What follows belongs to an exercise in optimizing a design on an open flow for small area, a short achievable clock period and few clock cycles per item; a production flow would make more cautious choices. The RTL was checked by simulation tests, not by an equivalence proof against the original design.

==> flow/design.v <==
module joinC #(parameter N = 2)(
	input [N - 1 : 0] valid_in,
	output reg  [N - 1 : 0] ready_in,
	output valid_out,
	input ready_out
);
	assign valid_out = &valid_in; 
	reg[N - 1 : 0] singleValid;
	integer i, j;
	always @(*)begin
		for(i = 0; i < N; i = i + 1)begin
			singleValid[i] = 1;
			for(j = 0; j < N; j = j + 1)
				if(i != j)
					singleValid[i] = singleValid[i] & valid_in[j];
		end
		for(i = 0; i < N; i = i + 1)begin
			ready_in[i] = singleValid[i] & ready_out;
		end
	end
endmodule
module OEHB #(parameter INPUTS = 2,
		parameter OUTPUTS = 1,
		parameter DATA_IN_SIZE = 32,
		parameter DATA_OUT_SIZE = 32)
	(
		input clk,
		input rst,
		input [INPUTS * (DATA_IN_SIZE)- 1 : 0]data_in_bus,
		input [INPUTS - 1 : 0]valid_in_bus,
		output [INPUTS - 1 : 0] ready_in_bus,
		output [OUTPUTS * (DATA_OUT_SIZE) - 1 : 0]data_out_bus,
		output reg [OUTPUTS - 1 : 0]valid_out_bus,
		input 	[OUTPUTS - 1 : 0] ready_out_bus
);
	wire reg_en;
	reg [DATA_IN_SIZE - 1 : 0] data_reg;
	always@(posedge clk, posedge rst)
		if(rst)
			valid_out_bus[0] <= 0;
		else
			valid_out_bus[0] <= valid_in_bus[0] | ~ready_in_bus[0];
	always@(posedge clk, posedge rst)
		if(rst)
			data_reg <= 0;
		else if(reg_en)
			data_reg <= data_in_bus[0 * DATA_IN_SIZE +: DATA_IN_SIZE];
	assign data_out_bus[0 * DATA_OUT_SIZE +: DATA_OUT_SIZE] = data_reg;
	assign ready_in_bus[0] = ~valid_out_bus[0] | ready_out_bus[0];
	assign reg_en = ready_in_bus[0] & valid_in_bus[0];
endmodule
module sdiv_op #(parameter INPUTS = 2,
		parameter OUTPUTS = 1,
		parameter DATA_IN_SIZE = 32,
		parameter DATA_OUT_SIZE = 32)
		(
		input clk,
		input rst,
		input [INPUTS * (DATA_IN_SIZE)- 1 : 0]data_in_bus,
		input [INPUTS - 1 : 0]valid_in_bus,
		output [INPUTS - 1 : 0] ready_in_bus,
		output [OUTPUTS * (DATA_OUT_SIZE) - 1 : 0]data_out_bus,
		output [OUTPUTS - 1 : 0]valid_out_bus,
		input [OUTPUTS - 1 : 0] ready_out_bus
);
	localparam K    = 4;                  
	localparam K1   = 3;                  
	localparam NC   = 1 + (31 - K1 + K - 1) / K;   
	localparam CW   = (NC > 8) ? 4 : (NC > 4) ? 3 : (NC > 2) ? 2 : 1;
	localparam DW   = K1 + (NC - 1) * K;  
	function [5:0] clz;
		input [31:0] x;
		integer i;
		begin
			clz = 6'd32;
			for (i = 0; i < 32; i = i + 1)
				if (x[i]) clz = 6'd31 - i;
		end
	endfunction
	function [32:0] add32;
		input [31:0] x, y;
		input        cin;
		reg [31:0] g, p, G, P;
		reg [32:0] cy;
		integer i, l, w;
		begin
			g = x & y;
			p = x ^ y;
			G = g;
			P = p;
			for (l = 0; l < 5; l = l + 1) begin
				w = 1 << l;
				for (i = 31; i >= 0; i = i - 1)
					if (i % (2 * w) == 2 * w - 1) begin
						G[i] = G[i] | (P[i] & G[i - w]);
						P[i] = P[i] & P[i - w];
					end
			end
			for (l = 3; l >= 0; l = l - 1) begin
				w = 1 << l;
				for (i = 31; i >= 0; i = i - 1)
					if (i >= 3 * w - 1 && i % (2 * w) == w - 1) begin
						G[i] = G[i] | (P[i] & G[i - w]);
						P[i] = P[i] & P[i - w];
					end
			end
			cy[0] = cin;
			for (i = 0; i < 32; i = i + 1)
				cy[i + 1] = G[i] | (P[i] & cin);
			add32 = {cy[32], p ^ cy[31:0]};
		end
	endfunction
	reg        sa, sb;
	reg [30:0] ma, mb;
	reg f0, f1;           
	reg rdy0, rdy1;       
	reg          busy;
	reg          fin;     
	reg [CW-1:0] cnt;     
	reg [31:0]   rem;     
	reg [DW-1:0] dq;      
	reg [31:0]   dvs;     
	reg          dsn;     
	reg          neg;     
	reg [31:0] qout;
	reg        qvalid;
	assign ready_in_bus  = {rdy1, rdy0};
	assign data_out_bus  = qout;
	assign valid_out_bus = qvalid;
	wire start    = ~busy & f0 & f1;
	wire [31:0] ax   = {1'b0, ma};            
	wire [31:0] bx   = {1'b0, mb};            
	wire [31:0] amag = ax + sa;
	wire [32:0] adif = {1'b0, amag} + {1'b0, ~bx} + {32'd0, ~sb};    
	wire        sgn1 = (sa ^ sb) & adif[32];
	wire [31:0] dvd  = sgn1 ? adif[31:0] : amag;
	wire        apow = sa & ~|(ma[30:1] & ~ma[29:0]);    
	wire [6:0]  nb   = {1'b0, clz(bx)} - {1'b0, clz(ax)} + {6'd0, apow} + 7'd1;
	reg [CW-1:0] c1;      
	reg [30:0]   rem0;
	reg [DW-1:0] dq0;
	integer c;
	always @(*) begin
		c1 = NC - 1;
		for (c = NC - 1; c >= 1; c = c - 1)
			if (nb[6] || nb <= K1 + (c - 1) * K)        
				c1 = c - 1;
		rem0 = 31'd0;
		dq0  = {DW{1'b0}};
		for (c = 0; c < NC; c = c + 1)
			if (c1 == c) begin
				rem0 = dvd >> (K1 + c * K);
				dq0  = dvd << (DW - K1 - c * K);
			end
	end
	reg [31:0]   w;
	reg [DW-1:0] d;
	reg [31:0]   bv;
	reg          bs;
	reg          op;
	reg [32:0]   sum;
	integer j;
	always @(*) begin
		w  = rem;
		d  = dq;
		bv = dvs;
		bs = dsn;
		for (j = 0; j < K; j = j + 1) begin
			if (j == K - K1 && !busy) begin
				w  = {1'b0, rem0};
				d  = dq0;
				bv = bx;
				bs = sb;
			end
			op  = ~w[31];
			sum = add32({w[30:0], d[DW-1]}, bv ^ {32{op}}, op ^ bs);
			w   = sum[31:0];
			d   = {d[DW-2:0], ~w[31]};
		end
	end
	wire        last = busy ? ((cnt == 0) | fin) : (c1 == 0);
	wire        sgn  = busy ? neg : sgn1;
	wire [30:0] qf   = (busy & fin) ? dq[30:0] : d[30:0];    
	wire [31:0] res  = {1'b0, qf} ^ {32{sgn}};
	wire take    = start | busy;                   
	wire hold_o  = qvalid & ~ready_out_bus[0];     
	wire busy_n  = (take & ~last) | (take & last & hold_o);
	wire f0_n    = (~f0 | start) ? valid_in_bus[0] : f0;    
	wire f1_n    = (~f1 | start) ? valid_in_bus[1] : f1;
	always @(posedge clk, posedge rst)
		if (rst) begin
			f0 <= 1'b0; f1 <= 1'b0;
			busy <= 1'b0;
			qvalid <= 1'b0;
		end else begin
			f0 <= f0_n; f1 <= f1_n;
			busy <= busy_n;
			qvalid <= hold_o | (take & last);
		end
	always @(posedge clk) begin
		rdy0 <= ~f0_n | (f1_n & ~busy_n);
		rdy1 <= ~f1_n | (f0_n & ~busy_n);
	end
	always @(posedge clk) begin
		if (~f0 | start) begin                       
			sa <= data_in_bus[31];
			ma <= data_in_bus[30:0] ^ {31{data_in_bus[31]}};
		end
		if (~f1 | start) begin                       
			sb <= data_in_bus[63];
			mb <= data_in_bus[62:32] ^ {31{data_in_bus[63]}};
		end
		if (~hold_o) qout <= res;
		if (~busy) begin
			dvs <= bx;
			dsn <= sb;
			neg <= sgn1;
		end
		rem <= w;
		if (~(busy & fin)) dq <= d;
		fin <= last;
		if (start | busy) cnt <= busy ? cnt - 1'b1 : c1 - 1'b1;
	end
endmodule
==> flow/config.mk <==
export PLATFORM = sky130hd
export DESIGN_NAME = sdiv_op
export DESIGN_NICKNAME = sdiv_op
export VERILOG_FILES = /design/flow/design.v
export SDC_FILE = /design/flow/constraint.sdc
export NUM_CORES = 4
export LEC_CHECK = 0
export CAP_MARGIN = 20
export CORE_MARGIN = 2
export CORE_UTILIZATION = 40
export CTS_CLUSTER_DIAMETER = 120
export CTS_CLUSTER_SIZE = 24
export SLEW_MARGIN = 20
==> flow/constraint.sdc <==
create_clock -name core_clock -period 90.0 [get_ports {clk}]
set_input_delay 18.0000 -clock core_clock [delete_from_list [all_inputs] [get_ports {clk}]]
set_output_delay 18.0000 -clock core_clock [all_outputs]
set_load 0.01 [all_outputs]
standard.sh (not shown) runs the stock make flow with config.mk's settings and CLKGATE_MAP_FILE= SYNTH_SCRIPT=/design/flow/synth_recipe.tcl, a recipe that flattens the netlist after the stock synthesis.
==> flow/flow/run.sh <==
#!/bin/bash
# The standard layout, except that the port buffers are buf_2 cells
# rather than the cell buffer_ports picks by default (clkdlybuf4s50_1).
set -euo pipefail
export BUFFER_PORTS_ARGS="-buffer_cell sky130_fd_sc_hd__buf_2"
bash standard.sh > standard_make.log 2>&1
The starting point finished clean.
Testbench counts at the start, summed over its fixed seeds: cycles 5,387, items 2,400.
Then changed:
--- a/flow/config.mk
+++ b/flow/config.mk
@@ -8,6 +8,6 @@
 export CAP_MARGIN = 20
 export CORE_MARGIN = 2
-export CORE_UTILIZATION = 40
-export CTS_CLUSTER_DIAMETER = 120
-export CTS_CLUSTER_SIZE = 24
+export CORE_UTILIZATION = 55
+export CTS_CLUSTER_DIAMETER = 100
+export CTS_CLUSTER_SIZE = 20
 export SLEW_MARGIN = 20
=> Sequential share of layout area rose by 0.17 points; worst setup slack gets better by 0.0038 ns; worst hold slack gets better by 0.038 ns; core utilization rose by 16 points; cell count fell by about 5.5%; cell area fell by 0.72%; routed wire length fell by about 1.9%; via count fell by about 0.34%; global-route usage rose by 8.6 points.
Then changed:
--- a/flow/config.mk
+++ b/flow/config.mk
@@ -8,6 +8,4 @@
 export CAP_MARGIN = 20
 export CORE_MARGIN = 2
-export CORE_UTILIZATION = 55
-export CTS_CLUSTER_DIAMETER = 100
-export CTS_CLUSTER_SIZE = 20
+export CORE_UTILIZATION = 40
 export SLEW_MARGIN = 20
The changed run passed the timing, DRC and antenna checks.
Synthesized cell count is unchanged.
Sequential share of layout area came out lower by 0.71 points.
Design area came out higher by a few percent.
Clock-buffer cell count increases by 10.
Clock skew climbs by 0.0076 ns.

---

RTL: the design.v shown in full above, as it stands there.
export LEC_CHECK = 0
export CAP_MARGIN = 20
export CORE_MARGIN = 2
export CORE_UTILIZATION = 40
export CTS_CLUSTER_DIAMETER = 100
export CTS_CLUSTER_SIZE = 20
export SLEW_MARGIN = 20
create_clock -name core_clock -period 90.0 [get_ports {clk}]
Scripts as last shown in full above: flow/flow/run.sh
Testbench counts at the start, summed over its fixed seeds: cycles 5,387, items 2,400.
Rerun with:
Settings changed: CAP_MARGIN 20 to 0, SLEW_MARGIN 20 to 0.
Outcome:
- setup slack gets better by 0.023 ns
- synthesized cell count stays the same
- non-clock buffer count decreases by 1
- clock-buffer cell count increases by 2

## port drivers added, routing unchanged
How much do the figures lean on ideal ports? The routed layouts below were timed once more, with nothing changed but the port constraints.
Step 1, drivers: a clkbuf_16 drives clk and a buf_2 each remaining input, both assumed.
Step 2 adds t to the input delays and takes it off the output delays; t is the mean of the earliest and latest rising clock arrival at the registers after step 1. Input paths then give back, and output paths get back, about the clock's delay inside the block.
a / b / c = no drivers / after step 1 / after step 2; a / b = the first two.
run	t (ns)	setup WS [ns]	hold slack, ns	worst setup path at the end	cell pins on the clock port's net
the first run of note 1	0.564	70.951 / 70.897 / 70.777	0.543 / 0.543 / 0.543	input to register	1
the second run of note 1	0.558	70.954 / 70.898 / 70.846	0.582 / 0.582 / 0.582	input to register	1
the third run of note 1	0.615	70.910 / 70.853 / 70.739	0.531 / 0.531 / 0.531	input to register	1
the first run of note 2	0.586	70.929 / 70.874 / 70.756	0.537 / 0.537 / 0.537	input to register	1
the second run of note 2	0.582	70.952 / 70.896 / 70.755	0.555 / 0.555 / 0.555	input to register	1
After both steps every run listed still meets setup and hold. The setup slack of the second run of note 2, which loses most, moves by -0.056 ns with the drivers and by -0.197 ns with both steps.
